This design comes from an exercise in tuning for small area and a short achievable clock period on the open sky130 flow, not from production work.
RTL that was checked went through simulation tests only; none was proved equivalent to the original.
Power is estimated from default activity; no workload was simulated.

==> amber: inputs <==
// QPU_V
module QPU_V(
  input clk,reset,RDY,
  input [15:0]IR,
  input IRQ1,IRQ2,
  input [7:0] A_result,
  input A_vin,A_cin,
  input [7:0] M_Din,
  input I1,I2,I3,I4,
  output [11:0] pc_out,
  output [9:0]  W_AddrO,
  output [7:0]  W_DoutO,
  output [9:0]  M_AddrO,
  output M_WEO,M_IO,
  output A_adc_sbc,A_cout,
  output [7:0] Op1,Op2,
  output [7:0] ST,OPS,RA,RF,RSP
);
reg        s1;
reg [6:0]  OP_TYPE;
reg        IOMode,MWE0,OP_ADC_SBC,LAB7;
reg [3:0]  LWx;
reg [11:0] pc;
reg [9:0]  SP,RX,RY,WAddr;
reg [7:0]  Acc,Flags;
reg [7:0]  OP1R,OP2R;
reg        F1,F2;
reg [2:0]  COP_TYPE,IR_TYPE;
reg [7:0]  WSEL;
wire [2:0] IR_CMD = IR[14:12];
wire [3:0] IR_REG = IR[11:8];
wire [3:0] IR_REGB= IR[3:0];
wire [3:0] PK_REG = (IR_REG >4'b1001)? 4'b1000:IR_REG;
wire [3:0] PK_REGB= (IR_REGB>4'b1001)? 4'b1000:IR_REGB;
wire [7:0] OP_INC = OP1R+8'd1;
wire [7:0] WD_REST = ({8{WSEL[0]}} & (OP1R & OP2R))
                   | ({8{WSEL[1]}} & (OP1R | OP2R))
                   | ({8{WSEL[2]}} & (OP1R ^ OP2R))
                   | ({8{WSEL[4]}} & {Flags[0],OP1R[7:1]})
                   | ({8{WSEL[5]}} & OP_INC)
                   | ({8{WSEL[6]}} & OP2R)
                   | ({8{WSEL[7]}} & Acc);
wire [7:0] WD;
  ...
clock: 6.0 ns
lec_check: 0
cap_margin: 20
core_margin: 2
core_utilization: 40
setup_slack_margin: 3.0
slew_margin: 20
synth_hierarchical: 1
synth_minimum_keep_size: 0
tns_end_percent: 0
standard.sh (not shown) runs the stock make flow with config.mk's settings and CLKGATE_MAP_FILE= SYNTH_SCRIPT=/design/flow/synth_recipe.tcl, a recipe that flattens the netlist after the stock synthesis.
==> flow/flow/run.sh <==
#!/bin/bash
# Standard ORFS layout (the standard.sh, unchanged synthesis), with the
# port buffers made as sky130_fd_sc_hd__buf_1 instead of the resizer's pick.
set -euo pipefail
cd "$(dirname "$0")/.."
bash standard.sh "BUFFER_PORTS_ARGS=-buffer_cell sky130_fd_sc_hd__buf_1" finish > flow_make.log 2>&1
==> raven (differences from amber) <==
==> flow/design.v (replaced) <==
module QPU_V(
  input clk,reset,RDY,
  input [15:0]IR,
  input IRQ1,IRQ2,
  input [7:0] A_result,
  input A_vin,A_cin,
  input [7:0] M_Din,
  input I1,I2,I3,I4,
  output [11:0] pc_out,
  output [9:0]  W_AddrO,
  output [7:0]  W_DoutO,
  output [9:0]  M_AddrO,
  output M_WEO,M_IO,
  output A_adc_sbc,A_cout,
  output [7:0] Op1,Op2,
  output [7:0] ST,OPS,RA,RF,RSP
);
reg        s1;
reg        OPSTR;
reg        POP;
reg        IOMode,MWE0,MWEO,LAB7;
reg [3:0]  LWx;
reg [11:0] pc;
reg [9:0]  SP,RX,RY,WAddr;
reg [7:0]  Acc,Flags;
reg [7:0]  OP1R,OP2R;
reg        F1,F2;
reg [2:0]  COP_TYPE,IR_TYPE;
reg [7:0]  WSEL;
reg [2:0]  TT;
wire [2:0] IR_CMD = IR[14:12];
wire [3:0] IR_REG = IR[11:8];
wire [3:0] IR_REGB= IR[3:0];
wire [3:0] PK_REG = (IR_REG >4'b1001)? 4'b1000:IR_REG;
wire [3:0] PK_REGB= (IR_REGB>4'b1001)? 4'b1000:IR_REGB;
wire [7:0] WD_REST;
QPU_V_alu u_alu(.tt(TT), .sh(WSEL[4]), .in(WSEL[5]), .ac(WSEL[7]), .a(OP1R), .b(OP2R), .c(Flags[0]), .acc(Acc), .y(WD_REST));
wire [7:0] WD;
QPU_V_wdsel u_wdsel(.a(A_result), .s(WSEL[3]), .rest(WD_REST), .y(WD));
wire C_NEXT = WSEL[3] ? A_cin : WSEL[4] ? OP1R[0] : Flags[0];
wire OP_PSH_POP = (IR_TYPE[1:0]==2'b01) & ~LAB7 & COP_TYPE[2] & COP_TYPE[1];
wire [9:0] PBASE = ~s1 ? SP : (IR_TYPE==3'b110) ? RX : (IR_TYPE==3'b111) ? RY : SP;
wire [7:0] POFF  = IR[7:0] | {8{POP}};
wire [9:0] PDIFF = PBASE - {{2{POFF[7]}},POFF};
wire dec = ~s1 & ~IR[15];
reg [6:0]  n_OP_TYPE;
function [6:0] optype(input [2:0] cmd);
    case (cmd)
    3'b000: optype=7'b0000001;
    3'b001: optype=7'b0000010;
    3'b010: optype=7'b0000100;
    3'b011: optype=7'b0001000;
    3'b100: optype=7'b0010000;
    3'b101: optype=7'b0001000;
    3'b110: optype=7'b0100000;
    default: optype=7'b1000000;
    endcase
endfunction
always @* n_OP_TYPE=optype(IR_CMD);
wire [6:0] OP_TYPE = s1 ? optype(COP_TYPE) : {OPSTR, TT[2]&TT[0]&~TT[1], WSEL[5]|WSEL[4], WSEL[3], ~TT[2]&TT[1], TT[2]&TT[1], TT[2]&~TT[0]};
wire eq1  = (LWx==PK_REG);
wire eq2  = (LWx==PK_REGB);
wire r1f  = (IR_REG==4'b1001);
wire r1a  = IR_REG[3] | (IR_CMD>=3'b110);
wire r2   = (IR_REG[3:1]==3'b101);
wire r2f  = (IR_REGB==4'b1001);
wire r2a  = IR_REGB[3];
wire f1 = dec ? (~eq1 & ~r1f & ~r1a) : F1;
wire f2 = dec ? (r2 & ~eq2 & ~r2f & ~r2a) : F2;
wire [4:0] s_op1 = {~dec & ~F1,
                    dec & ~eq1 & ~r1f & r1a,
                    dec & ~eq1 & r1f,
                    dec & eq1,
                    f1};
wire [5:0] s_op2 = {~dec & ~F2,
                    dec & ~r2,
                    dec & r2 & ~eq2 & ~r2f & r2a,
                    dec & r2 & ~eq2 & r2f,
                    dec & r2 & eq2,
                    f2};
wire [7:0] n_OP1R, n_OP2R;
QPU_V_ao5 u_op1(.s(s_op1), .d0(M_Din), .d1(WD), .d2(Flags), .d3(Acc), .d4(OP1R), .y(n_OP1R));
QPU_V_ao6 u_op2(.s(s_op2), .d0(M_Din), .d1(WD), .d2(Flags), .d3(Acc), .d4(IR[7:0]), .d5(OP2R), .y(n_OP2R));
wire mem = (IR_REG>=4'b1100);
wire ext = (IR_CMD==3'b100) & (IR_REG>4'b1000);
wire       n_s1  = ~reset & dec & (mem | ext);
wire [6:0] n_OPT = reset ? 7'd0 : s1 ? optype(COP_TYPE) : IR[15] ? 7'd0 : n_OP_TYPE;
wire [7:0] n_WSEL = n_s1 ? 8'b10000000 :
                    {~|n_OPT[5:0], n_OPT[5], n_OPT[4]&IR[7], n_OPT[4]&~IR[7], n_OPT[3:0]};
always @(posedge clk)
begin
    LAB7<=IR[7];
    IR_TYPE<=IR[10:8];
    COP_TYPE<=IR[14:12];
    F1<=f1;
    F2<=f2;
    OP1R<= n_OP1R;
    OP2R<= n_OP2R;
    s1<=n_s1;
    OPSTR<=~n_s1 & n_OPT[6];
    POP<=n_s1 & (IR[9:7]==3'b010) & (IR_CMD==3'b110);
    WSEL<=n_WSEL;
    TT<={n_WSEL[0]|n_WSEL[1]|n_WSEL[6], n_WSEL[1]|n_WSEL[2], n_WSEL[1]|n_WSEL[2]|n_WSEL[6]};
    if (reset)
    begin
        IOMode<=1'b0;
        MWE0<=1'b0;
        MWEO<=1'b0;
        LWx<=4'b1111;
        pc<=12'd0;
        SP<=10'h100;
        RX<=10'd0;
        RY<=10'd0;
        Flags<=8'd0;
        Acc<=8'hA5;
    end
    else if (~s1)
    begin
        if (~IR[15])
        begin
            if (mem)
            begin
                case (IR[9:8])
                2'b00: WAddr<={2'd0,IR[7:0]};
                2'b01: WAddr<=PDIFF;
                2'b10: WAddr<=RX;
                2'b11: WAddr<=RY;
                endcase
                IOMode<=(IR[7:6]==2'b00);
                MWE0<=1'b0;
                MWEO<=(IR_CMD==3'b111);
                LWx<=4'b1000;
            end
            else
            begin
                WAddr<={6'd0,PK_REG};
                IOMode<=1'b0;
                MWE0<=~ext;
                MWEO<=~ext;
                if (~ext) pc<=pc+12'd1;
                LWx<=PK_REG;
            end
            if (MWE0)
            begin
                if (LWx==4'b1001)
                    Flags<=WD;
                else
                begin
                    if (LWx>=4'b1000)
                        Acc<=WD;
                    Flags[0]<=C_NEXT;
                    Flags[1]<=(WD==8'd0);
                    if (n_OP_TYPE[3])
                        Flags[2]<=A_vin;
                    Flags[3]<=WD[7];
                end
            end
        end
        else
        begin
            LWx<=4'b1110;
            MWE0<=1'b0;
            MWEO<=1'b0;
            pc<=pc+12'd1;
        end
    end
    else
    begin
        if (COP_TYPE==3'b100)
        begin
            if (IR_TYPE[2:1]==2'b01)
                SP<={M_Din[1:0],Acc};
            else if (IR_TYPE==3'b101)
                SP<=PDIFF;
            else if (IR_TYPE==3'b110)
                RX<=PDIFF;
            else if (IR_TYPE==3'b111)
                RY<=PDIFF;
            LWx<=4'b1110;
            MWE0<=1'b0;
            MWEO<=1'b0;
        end
        else if (COP_TYPE<3'b110)
        begin
            WAddr<=10'd8;
            LWx<=4'b1000;
            MWE0<=1'b1;
            MWEO<=1'b1;
        end
        else
        begin
            if (COP_TYPE==3'b110)
                Acc<=M_Din;
            LWx<=4'b1110;
            MWE0<=1'b0;
            MWEO<=1'b0;
        end
        if (OP_PSH_POP)
        begin
            if (COP_TYPE[0])
                SP<=WAddr;
            else
                SP<=PDIFF;
        end
        IOMode<=1'b0;
        pc<=pc+12'd1;
    end
end
assign pc_out=pc;
assign W_AddrO=WAddr;
QPU_V_maddr u_maddr(.s1(s1), .wa(WAddr), .ra(IR[11:8]), .rb(IR[3:0]), .y(M_AddrO));
assign W_DoutO=WD;
assign M_WEO=MWEO;
assign M_IO=IOMode;
assign A_adc_sbc=~COP_TYPE[2];
assign A_cout=Flags[0];
assign Op1=OP1R;
assign Op2=OP2R;
assign ST={LWx,F2,COP_TYPE};
assign OPS={1'b0,OP_TYPE};
assign RA=Acc;
assign RF=Flags;
assign RSP=SP[7:0];
endmodule
module QPU_V_wdsel(input [7:0] a, input s, input [7:0] rest, output [7:0] y);
assign y = ({8{s}} & a) | rest;
endmodule
module QPU_V_maddr(input s1, input [9:0] wa, input [3:0] ra, input [3:0] rb, output [9:0] y);
wire [3:0] pa = (ra>4'b1001) ? 4'b1000 : ra;
wire [3:0] pb = (rb>4'b1001) ? 4'b1000 : rb;
assign y = s1 ? wa : {6'd0, ra[3] ? pb : pa};
endmodule
module QPU_V_ao5(input [4:0] s, input [7:0] d0, d1, d2, d3, d4, output [7:0] y);
assign y = ({8{s[0]}} & d0) | ({8{s[1]}} & d1) | ({8{s[2]}} & d2) | ({8{s[3]}} & d3) | ({8{s[4]}} & d4);
endmodule
module QPU_V_ao6(input [5:0] s, input [7:0] d0, d1, d2, d3, d4, d5, output [7:0] y);
assign y = ({8{s[0]}} & d0) | ({8{s[1]}} & d1) | ({8{s[2]}} & d2) | ({8{s[3]}} & d3) | ({8{s[4]}} & d4) | ({8{s[5]}} & d5);
endmodule
module QPU_V_alu(input [2:0] tt, input sh, input in, input ac, input [7:0] a, input [7:0] b, input c, input [7:0] acc, output [7:0] y);
wire [7:0] cy = {&a[6:0], &a[5:0], &a[4:0], &a[3:0], &a[2:0], &a[1:0], a[0], 1'b1};
genvar i;
generate for (i=0; i<8; i=i+1) begin : g
    assign y[i] = (a[i] ? (b[i] ? tt[2] : tt[1]) : (b[i] & tt[0]))
                | (sh & ((i==7) ? c : a[(i+1)%8]))
                | (in & (a[i] ^ cy[i]))
                | (ac & acc[i]);
end endgenerate
endmodule
==> flow/flow/run.sh (replaced) <==
#!/bin/bash
# Standard ORFS layout (the standard.sh, unchanged synthesis), with the
# port buffers made as sky130_fd_sc_hd__buf_1 instead of the resizer's pick,
# and a clock tree of clkbuf_8 without dummy loads.
set -euo pipefail
cd "$(dirname "$0")/.."
bash standard.sh "BUFFER_PORTS_ARGS=-buffer_cell sky130_fd_sc_hd__buf_1" \
  "CTS_ARGS=-sink_clustering_enable -repair_clock_nets -dont_use_dummy_load -buf_list sky130_fd_sc_hd__clkbuf_8 -root_buf sky130_fd_sc_hd__clkbuf_8" \
  finish > flow_make.log 2>&1
==> cedar (differences from amber) <==
==> flow/flow/run.sh (replaced) <==
#!/bin/bash
# Standard ORFS layout (the standard.sh, unchanged synthesis), with the
# port buffers made as sky130_fd_sc_hd__buf_1 instead of the resizer's pick,
# and a clock tree of clkbuf_8 without dummy loads.
set -euo pipefail
cd "$(dirname "$0")/.."
bash standard.sh "BUFFER_PORTS_ARGS=-buffer_cell sky130_fd_sc_hd__buf_1" \
  "CTS_ARGS=-sink_clustering_enable -repair_clock_nets -dont_use_dummy_load -buf_list sky130_fd_sc_hd__clkbuf_8 -root_buf sky130_fd_sc_hd__clkbuf_8" \
  finish > flow_make.log 2>&1
==> harbor (differences from amber) <==
==> flow/design.v (replaced) <==
module QPU_V(
  input clk,reset,RDY,
  input [15:0]IR,
  input IRQ1,IRQ2,
  input [7:0] A_result,
  input A_vin,A_cin,
  input [7:0] M_Din,
  input I1,I2,I3,I4,
  output [11:0] pc_out,
  output [9:0]  W_AddrO,
  output [7:0]  W_DoutO,
  output [9:0]  M_AddrO,
  output M_WEO,M_IO,
  output A_adc_sbc,A_cout,
  output [7:0] Op1,Op2,
  output [7:0] ST,OPS,RA,RF,RSP
);
reg        s1;
reg [6:0]  OP_TYPE;
reg        IOMode,MWE0,MWEO,OP_ADC_SBC,LAB7;
reg [3:0]  LWx;
reg [11:0] pc;
reg [9:0]  SP,RX,RY,WAddr;
reg [7:0]  Acc,Flags;
reg [7:0]  OP1R,OP2R;
reg        F1,F2;
reg [2:0]  COP_TYPE,IR_TYPE;
reg [7:0]  WSEL;
wire [2:0] IR_CMD = IR[14:12];
wire [3:0] IR_REG = IR[11:8];
wire [3:0] IR_REGB= IR[3:0];
wire [3:0] PK_REG = (IR_REG >4'b1001)? 4'b1000:IR_REG;
wire [3:0] PK_REGB= (IR_REGB>4'b1001)? 4'b1000:IR_REGB;
wire [7:0] OP_INC = OP1R+8'd1;
wire [7:0] WD_REST = ({8{WSEL[0]}} & (OP1R & OP2R))
                   | ({8{WSEL[1]}} & (OP1R | OP2R))
                   | ({8{WSEL[2]}} & (OP1R ^ OP2R))
                   | ({8{WSEL[4]}} & {Flags[0],OP1R[7:1]})
                   | ({8{WSEL[5]}} & OP_INC)
                   | ({8{WSEL[6]}} & OP2R)
                   | ({8{WSEL[7]}} & Acc);
wire [7:0] WD;
QPU_V_wdsel u_wdsel(.a(A_result), .s(WSEL[3]), .rest(WD_REST), .y(WD));
wire C_NEXT = WSEL[3] ? A_cin : WSEL[4] ? OP1R[0] : Flags[0];
wire [9:0] PBASE = ~s1 ? SP : (IR_TYPE==3'b110) ? RX : (IR_TYPE==3'b111) ? RY : SP;
wire [9:0] PDIFF = PBASE - {{2{IR[7]}},IR[7:0]};
wire dec = ~s1 & ~IR[15];
wire OP_PSH_POP = (IR_TYPE[1:0]==2'b01) & ~LAB7 & COP_TYPE[2] & COP_TYPE[1];
reg [6:0]  n_OP_TYPE;
always @*
begin
    case (IR_CMD)
    3'b000: n_OP_TYPE=7'b0000001;
    3'b001: n_OP_TYPE=7'b0000010;
    3'b010: n_OP_TYPE=7'b0000100;
    3'b011: n_OP_TYPE=7'b0001000;
    3'b100: n_OP_TYPE=7'b0010000;
    3'b101: n_OP_TYPE=7'b0001000;
    3'b110: n_OP_TYPE=7'b0100000;
    default: n_OP_TYPE=7'b1000000;
    endcase
end
wire eq1  = (LWx==PK_REG);
wire eq2  = (LWx==PK_REGB);
wire r1f  = (IR_REG==4'b1001);
wire r1a  = IR_REG[3] | (IR_CMD>=3'b110);
wire r2   = (IR_REG[3:1]==3'b101);
wire r2f  = (IR_REGB==4'b1001);
wire r2a  = IR_REGB[3];
wire f1 = dec ? (~eq1 & ~r1f & ~r1a) : F1;
wire f2 = dec ? (r2 & ~eq2 & ~r2f & ~r2a) : F2;
wire [4:0] s_op1 = {~dec & ~F1,
                    dec & ~eq1 & ~r1f & r1a,
                    dec & ~eq1 & r1f,
                    dec & eq1,
                    f1};
wire [5:0] s_op2 = {~dec & ~F2,
                    dec & ~r2,
                    dec & r2 & ~eq2 & ~r2f & r2a,
                    dec & r2 & ~eq2 & r2f,
                    dec & r2 & eq2,
                    f2};
wire [7:0] n_OP1R, n_OP2R;
QPU_V_ao5 u_op1(.s(s_op1), .d0(M_Din), .d1(WD), .d2(Flags), .d3(Acc), .d4(OP1R), .y(n_OP1R));
QPU_V_ao6 u_op2(.s(s_op2), .d0(M_Din), .d1(WD), .d2(Flags), .d3(Acc), .d4(IR[7:0]), .d5(OP2R), .y(n_OP2R));
wire mem = (IR_REG>=4'b1100);
wire ext = (IR_CMD==3'b100) & (IR_REG>4'b1000);
wire       n_s1  = ~reset & dec & (mem | ext);
wire [6:0] n_OPT = reset ? 7'd0 : s1 ? OP_TYPE : IR[15] ? 7'd0 : n_OP_TYPE;
wire [7:0] n_WSEL = n_s1 ? 8'b10000000 :
                    {~|n_OPT[5:0], n_OPT[5], n_OPT[4]&IR[7], n_OPT[4]&~IR[7], n_OPT[3:0]};
always @(posedge clk)
begin
    LAB7<=IR[7];
    IR_TYPE<=IR[10:8];
    OP_ADC_SBC<=~IR[14];
    COP_TYPE<=IR[14:12];
    F1<=f1;
    F2<=f2;
    OP1R<= n_OP1R;
    OP2R<= n_OP2R;
    s1<=n_s1;
    OP_TYPE<=n_OPT;
    WSEL<=n_WSEL;
    if (reset)
    begin
        IOMode<=1'b0;
        MWE0<=1'b0;
        MWEO<=1'b0;
        LWx<=4'b1111;
        pc<=12'd0;
        SP<=10'h100;
        RX<=10'd0;
        RY<=10'd0;
        Flags<=8'd0;
        Acc<=8'hA5;
    end
    else if (~s1)
    begin
        if (~IR[15])
        begin
            if (mem)
            begin
                case (IR[9:8])
                2'b00: WAddr<={2'd0,IR[7:0]};
                2'b01: WAddr<=PDIFF;
                2'b10: WAddr<=RX;
                2'b11: WAddr<=RY;
                endcase
                IOMode<=(IR[7:6]==2'b00);
                MWE0<=1'b0;
                MWEO<=(IR_CMD==3'b111);
                LWx<=4'b1000;
            end
            else
            begin
                WAddr<={6'd0,PK_REG};
                IOMode<=1'b0;
                MWE0<=~ext;
                MWEO<=~ext;
                if (~ext) pc<=pc+12'd1;
                LWx<=PK_REG;
            end
            if (MWE0)
            begin
                if (LWx==4'b1001)
                    Flags<=WD;
                else
                begin
                    if (LWx>=4'b1000)
                        Acc<=WD;
                    Flags[0]<=C_NEXT;
                    Flags[1]<=(WD==8'd0);
                    if (n_OP_TYPE[3])
                        Flags[2]<=A_vin;
                    Flags[3]<=WD[7];
                end
            end
        end
        else
        begin
            LWx<=4'b1110;
            MWE0<=1'b0;
            MWEO<=1'b0;
            pc<=pc+12'd1;
        end
    end
    else
    begin
        if (COP_TYPE==3'b100)
        begin
            if (IR_TYPE[2:1]==2'b01)
                SP<={M_Din[1:0],Acc};
            else if (IR_TYPE==3'b101)
                SP<=PDIFF;
            else if (IR_TYPE==3'b110)
                RX<=PDIFF;
            else if (IR_TYPE==3'b111)
                RY<=PDIFF;
            LWx<=4'b1110;
            MWE0<=1'b0;
            MWEO<=1'b0;
        end
        else if (COP_TYPE<3'b110)
        begin
            WAddr<=10'd8;
            LWx<=4'b1000;
            MWE0<=1'b1;
            MWEO<=1'b1;
        end
        else
        begin
            if (COP_TYPE==3'b110)
                Acc<=M_Din;
            LWx<=4'b1110;
            MWE0<=1'b0;
            MWEO<=1'b0;
        end
        if (OP_PSH_POP)
        begin
            if (COP_TYPE[0])
                SP<=WAddr;
            else
                SP<=SP+10'd1;
        end
        IOMode<=1'b0;
        pc<=pc+12'd1;
    end
end
assign pc_out=pc;
assign W_AddrO=WAddr;
QPU_V_maddr u_maddr(.s1(s1), .wa(WAddr), .ra(IR[11:8]), .rb(IR[3:0]), .y(M_AddrO));
assign W_DoutO=WD;
assign M_WEO=MWEO;
assign M_IO=IOMode;
assign A_adc_sbc=OP_ADC_SBC;
assign A_cout=Flags[0];
assign Op1=OP1R;
assign Op2=OP2R;
assign ST={LWx,F2,COP_TYPE};
assign OPS={1'b0,OP_TYPE};
assign RA=Acc;
assign RF=Flags;
assign RSP=SP[7:0];
endmodule
module QPU_V_wdsel(input [7:0] a, input s, input [7:0] rest, output [7:0] y);
assign y = ({8{s}} & a) | rest;
endmodule
module QPU_V_maddr(input s1, input [9:0] wa, input [3:0] ra, input [3:0] rb, output [9:0] y);
wire [3:0] pa = (ra>4'b1001) ? 4'b1000 : ra;
wire [3:0] pb = (rb>4'b1001) ? 4'b1000 : rb;
assign y = s1 ? wa : {6'd0, ra[3] ? pb : pa};
endmodule
module QPU_V_ao5(input [4:0] s, input [7:0] d0, d1, d2, d3, d4, output [7:0] y);
assign y = ({8{s[0]}} & d0) | ({8{s[1]}} & d1) | ({8{s[2]}} & d2) | ({8{s[3]}} & d3) | ({8{s[4]}} & d4);
endmodule
module QPU_V_ao6(input [5:0] s, input [7:0] d0, d1, d2, d3, d4, d5, output [7:0] y);
assign y = ({8{s[0]}} & d0) | ({8{s[1]}} & d1) | ({8{s[2]}} & d2) | ({8{s[3]}} & d3) | ({8{s[4]}} & d4) | ({8{s[5]}} & d5);
endmodule
==> flow/flow/run.sh (replaced) <==
#!/bin/bash
# Standard ORFS layout (the standard.sh, unchanged synthesis), with the
# port buffers made as sky130_fd_sc_hd__buf_1 instead of the resizer's pick,
# and a clock tree of clkbuf_8 without dummy loads.
set -euo pipefail
cd "$(dirname "$0")/.."
bash standard.sh "BUFFER_PORTS_ARGS=-buffer_cell sky130_fd_sc_hd__buf_1" \
  "CTS_ARGS=-sink_clustering_enable -repair_clock_nets -dont_use_dummy_load -buf_list sky130_fd_sc_hd__clkbuf_8 -root_buf sky130_fd_sc_hd__clkbuf_8" \
  finish > flow_make.log 2>&1
Settings changed: CORE_UTILIZATION 40 to 60.
==> summary.md <==
| Metric | Value |
|---|---|
| GRT Overall Usage | `0.237` |
| Worst r2r src | `IR_TYPE[1]` |
| Gpl congestion | `~0.87` |
| Outcome | `finished clean` |
| Met2 Use GR | `0.390` |
| Clk cell area share | `0.0274` |
| Via density | `5.75` |
| Tap cells | `about 230` |
| Clock buffers | `17` |
| Mean Syn Cell Area | `8.64 um^2` |
| WL per Instance | `19.7 um` |
| Post CTS Setup Buffer Count | `19` |
| Layout net count | `1,049` |
| Sequential cell area share | `0.303` |
| Fraction of area in multi-input gates | `0.521` |
| Setup crit end kind | `output port` |
| CP Launch Type | `register` |
| Worst Slack Setup Final | `~2.8 ns` |
(the above is from cedar)
==> summary.md <==
| Metric | Value |
|---|---|
| Outcome | `finished clean` |
| CP Launch Type | `register` |
| Met2 Use GR | `0.393` |
| Total power | `about 2.3 mW` |
| Worst r2r src | `IR_TYPE[0]` |
| Cells after DPL | `1,164` |
| Clock buffers | `28` |
| Layout net count | `1,050` |
| Mapped Cells | `852` |
| Worst Slack Setup Final | `2.82 ns` |
| GRT Overall Usage | `0.239` |
| Clk cell area share | `0.0725` |
| WL per Instance | `about 20 um` |
| Sequential cell area share | `0.289` |
| Post CTS Setup Buffer Count | `21` |
| Mean Syn Cell Area | `~8.6 um^2` |
| Via density | `5.73` |
(the above is from amber)
==> summary.md <==
| Metric | Value |
|---|---|
| Post CTS Setup Buffer Count | `8` |
| Post-route design area | `0.00820 mm^2` |
| Layout net count | `about 1,000` |
| Sequential cell area share | `0.302` |
| Setup crit end kind | `output port` |
| Worst r2r src | `IR_TYPE[1]` |
| Met2 Use GR | `0.533` |
| Tap cells | `147` |
| Worst Slack Setup Final | `2.80 ns` |
| Via density | `6.54` |
| WL per Instance | `20.7 um` |
| CP Launch Type | `input port` |
| Gpl congestion | `roughly 0.87` |
| GRT Overall Usage | `0.353` |
| Clock Sinks | `between 100 and 150` |
| Outcome | `finished clean` |
| Fraction of area in multi-input gates | `0.539` |
| Iter 0 DRT Violations | `1,026` |
(the above is from harbor)
==> summary.md <==
| Metric | Value |
|---|---|
| Outcome | `finished clean` |
| P_leak | `2.90 nW` |
| Worst r2r src | `IR_TYPE[0]` |
| Met2 Use GR | `0.366` |
| Tap cells | `225` |
| Die width | `136 um` |
| Mean Syn Cell Area | `8.63 um^2` |
| Worst Slack Setup Final | `between 2 and 3 ns` |
| GRT Overall Usage | `0.237` |
| Clock buffers | `9` |
| WL per Instance | `roughly 20 um` |
| Via density | `5.80` |
| Gpl congestion | `0.927` |
| CP Launch Type | `input port` |
| Hold Buf Count CTS | `0` |
| Layout net count | `950` |
| Post CTS Setup Buffer Count | `6` |
| Fraction of area in multi-input gates | `0.552` |
| Chip Height | `136 um` |
| Sequential cell area share | `0.303` |
(the above is from raven)
No functional check of the RTL was part of amber, raven and cedar.

==> static timing again, ports no longer ideal <==
The flow's constraints put no driver on any port. The routed layouts listed below were extracted and timed again, unchanged, in two steps. Step 1: set_driving_cell puts a clkbuf_16 on clk and a buf_2 on each other input, an assumption about the parent block. Step 2 adds t to the input delays and takes it off the output delays; t is the mean of the earliest and latest rising clock arrival at the registers after step 1. Input paths then give back, and output paths get back, about the clock's delay inside the block. Slacks: no drivers / after step 1 / after step 2; pairs: no drivers / after step 1.
run | t (ns) | setup slack, ns | worst setup path after step 2 | clock arrival spread, ns | worst data-port slew with drivers (ns)
amber | 0.469 | 2.817 / 2.774 / 2.449 | input to register | 0.005 / 0.005 | 0.06
raven | 0.421 | 2.733 / 2.725 / 2.327 | input to register | 0.032 / 0.032 | 0.04
cedar | 0.474 | 2.797 / 2.756 / 2.369 | input to register | 0.018 / 0.017 | 0.06
harbor | 0.471 | 2.804 / 2.771 / 2.480 | input to register | 0.021 / 0.021 | 0.06
After both steps every run listed still meets setup and hold. The setup slack of cedar, which loses most, moves by -0.041 ns with the drivers and by -0.428 ns with both steps.
